This design comes from an exercise in tuning for small area on the open sky130 flow, not from production work.
In this exercise RTL edits were held to simulation tests only and were not proved equivalent to the original.

Setup of the previous run:
==> flow/design.v (excerpt) <==
module LSTM_HEAD (
    input  wire        clk,
    input  wire        rst,
    input  wire        valid,
    input  wire [13:0] h_1,
    input  wire [13:0] h_2,
    input  wire [13:0] h_3,
    input  wire [13:0] h_4,
    input  wire [13:0] h_5,
    output reg  [1:0]  OUTX,
    output wire [13:0] SCORE_1,
    output wire [13:0] SCORE_2,
    output wire [13:0] SCORE_3,
    output wire [13:0] SCORE_4
);
Size in the first run: ~2900 cells after synthesis, about 150 flip-flops, roughly 130 I/O pins.
Settings: LEC_CHECK=0, ABC_AREA=1, CAP_MARGIN=20, CORE_MARGIN=2, CORE_UTILIZATION=50, SLEW_MARGIN=20, SYNTH_HIERARCHICAL=1, SYNTH_MINIMUM_KEEP_SIZE=0; clock period 20.0 ns.
standard.sh (not shown) runs the stock make flow with config.mk's settings and CLKGATE_MAP_FILE= SYNTH_SCRIPT=/design/flow/synth_recipe.tcl, a recipe that flattens the netlist after the stock synthesis.
==> flow/flow/run.sh <==
#!/bin/bash
# Own layout flow: the standard flow (standard.sh), with three changes in how
# the layout is made:
#  - Yosys's ABC maps the combinational logic for area (strash; dch; map -a)
#    instead of for speed; registers are mapped before ABC runs, so they keep
#    the standard synthesis's names and cells;
#  - the port buffers are sky130_fd_sc_hd__buf_2 cells;
#  - clock tree synthesis builds the tree from sky130_fd_sc_hd__clkbuf_8 cells, in
#    clusters at most 60 um across, and inserts no dummy loads.
set -euo pipefail
here=$(pwd)
rm -rf "$here/scripts_area"
mkdir -p "$here/scripts_area"
cp -r "$FLOW_HOME/scripts/." "$here/scripts_area/"
cp "$here/flow/abc_area.script" "$here/scripts_area/abc_area.script"
bash standard.sh finish ABC_AREA=1 SCRIPTS_DIR="$here/scripts_area" \
  "BUFFER_PORTS_ARGS=-buffer_cell sky130_fd_sc_hd__buf_2" \
  "CTS_ARGS=-sink_clustering_enable -repair_clock_nets -buf_list sky130_fd_sc_hd__clkbuf_8 -sink_clustering_max_diameter 60 -dont_use_dummy_load" \
  > "$here/orfs_make.log" 2>&1 || { tail -50 "$here/orfs_make.log"; exit 1; }
tail -5 "$here/orfs_make.log"
==> flow/flow/abc_area.script <==
strash
dch
map -a
Here is what was changed in the inputs of the current run compared with the previous run.
Settings: changing CORE_UTILIZATION from 50 to 62.
Results
The current run and the previous run all finish clean.
Sequential share of layout area: the previous run vs the current run — no meaningful difference
Looking at non-clock buffer contribution to total cell area, the current run sits below the previous run.
Re die extent in x: the current run and the previous run aren't equal, and the higher value belongs to the previous run.
Floorplan check, the current run vs the previous run: die outline smaller in the current run
Summary of the comparison: via count is higher in the current run, relative to the previous run.

========
LSTM_HEAD, a different RTL version from the one above (not shown whole).
Size: roughly 2900 cells after synthesis, about 130 I/O pins, roughly 33000 µm² of cells after synthesis.
clock: 20.0 ns
lec_check: 0
abc_area: 1
cap_margin: 20
core_margin: 2
core_utilization: 50
slew_margin: 20
synth_hierarchical: 1
synth_minimum_keep_size: 0
==> flow/flow/run.sh <==
#!/bin/bash
# Own layout flow: the standard flow (standard.sh), with three changes in how
# the layout is made:
#  - Yosys's ABC maps the combinational logic for area (strash; dch; map -a)
#    instead of for speed; registers are mapped before ABC runs, so they keep
#    the standard synthesis's names and cells;
#  - the port buffers are sky130_fd_sc_hd__buf_1 cells;
#  - clock tree synthesis inserts no dummy loads.
set -euo pipefail
here=$(pwd)
rm -rf "$here/scripts_area"
mkdir -p "$here/scripts_area"
cp -r "$FLOW_HOME/scripts/." "$here/scripts_area/"
cp "$here/flow/abc_area.script" "$here/scripts_area/abc_area.script"
bash standard.sh finish ABC_AREA=1 SCRIPTS_DIR="$here/scripts_area" \
  "BUFFER_PORTS_ARGS=-buffer_cell sky130_fd_sc_hd__buf_2" \
  "CTS_ARGS=-sink_clustering_enable -repair_clock_nets -buf_list sky130_fd_sc_hd__clkbuf_8 -sink_clustering_max_diameter 60 -dont_use_dummy_load" \
  > "$here/orfs_make.log" 2>&1 || { tail -50 "$here/orfs_make.log"; exit 1; }
tail -5 "$here/orfs_make.log"
Scripts as last shown in full above: flow/flow/abc_area.script
Change:
--- a/flow/flow/run.sh
+++ b/flow/flow/run.sh
@@ -16 +16 @@
-  "BUFFER_PORTS_ARGS=-buffer_cell sky130_fd_sc_hd__buf_2" \
+  "BUFFER_PORTS_ARGS=-buffer_cell sky130_fd_sc_hd__buf_4" \
Die area stays the same.
Wire length went up by about 0.33%.
Cell area went up by 0.99%.
Via count went up by about 0.44%.
Sequential share of layout area went down by 0.11 points.
Area after synthesis is unchanged.
Change:
--- a/flow/flow/run.sh
+++ b/flow/flow/run.sh
@@ -16 +16 @@
-  "BUFFER_PORTS_ARGS=-buffer_cell sky130_fd_sc_hd__buf_4" \
+  "BUFFER_PORTS_ARGS=-buffer_cell sky130_fd_sc_hd__buf_1" \
What happened:
- The new run passed the timing, DRC and antenna checks
- via count is higher by 0.41%
- wire length falls by 0.84%
- cell area goes down by 0.89%
- cell count increases by 0.58%
- critical path depth is unchanged
- worst setup slack gets worse by 0.18 ns
- global-route usage went down by 0.47 points

port drivers added, routing unchanged:
The results above use ideal ports. As a check the final layouts listed here were re-extracted and re-timed, cells and wires unchanged. Step 1, drivers: a clkbuf_16 drives clk and a buf_2 each remaining input, both assumed. Step 2 adds t to the input delays and takes it off the output delays; t is the mean of the earliest and latest rising clock arrival at the registers after step 1. Input paths then give back, and output paths get back, about the clock's delay inside the block. Three values: ideal ports, drivers, drivers and shift; two values: the first two.
run	t (ns)	setup slack, ns	worst hold slack (ns)	slew at the worst register clock pin (ns)
the previous run	0.536	3.916 / 3.954 / 3.417	0.316 / 0.316 / 0.316	0.10 / 0.10
the current run	0.480	3.664 / 3.690 / 3.211	0.312 / 0.312 / 0.312	0.09 / 0.09
the first run of note 2	0.585	3.100 / 3.129 / 2.544	0.333 / 0.333 / 0.333	0.10 / 0.10
the second run of note 2	0.561	3.170 / 3.207 / 2.646	0.310 / 0.310 / 0.310	0.09 / 0.09
the third run of note 2	0.559	2.993 / 3.027 / 2.468	0.308 / 0.308 / 0.308	0.10 / 0.10
After both steps every run listed still meets setup and hold. For the first run of note 2, which loses most, drivers alone change the setup slack by +0.029 ns; drivers and shift together by -0.556 ns.
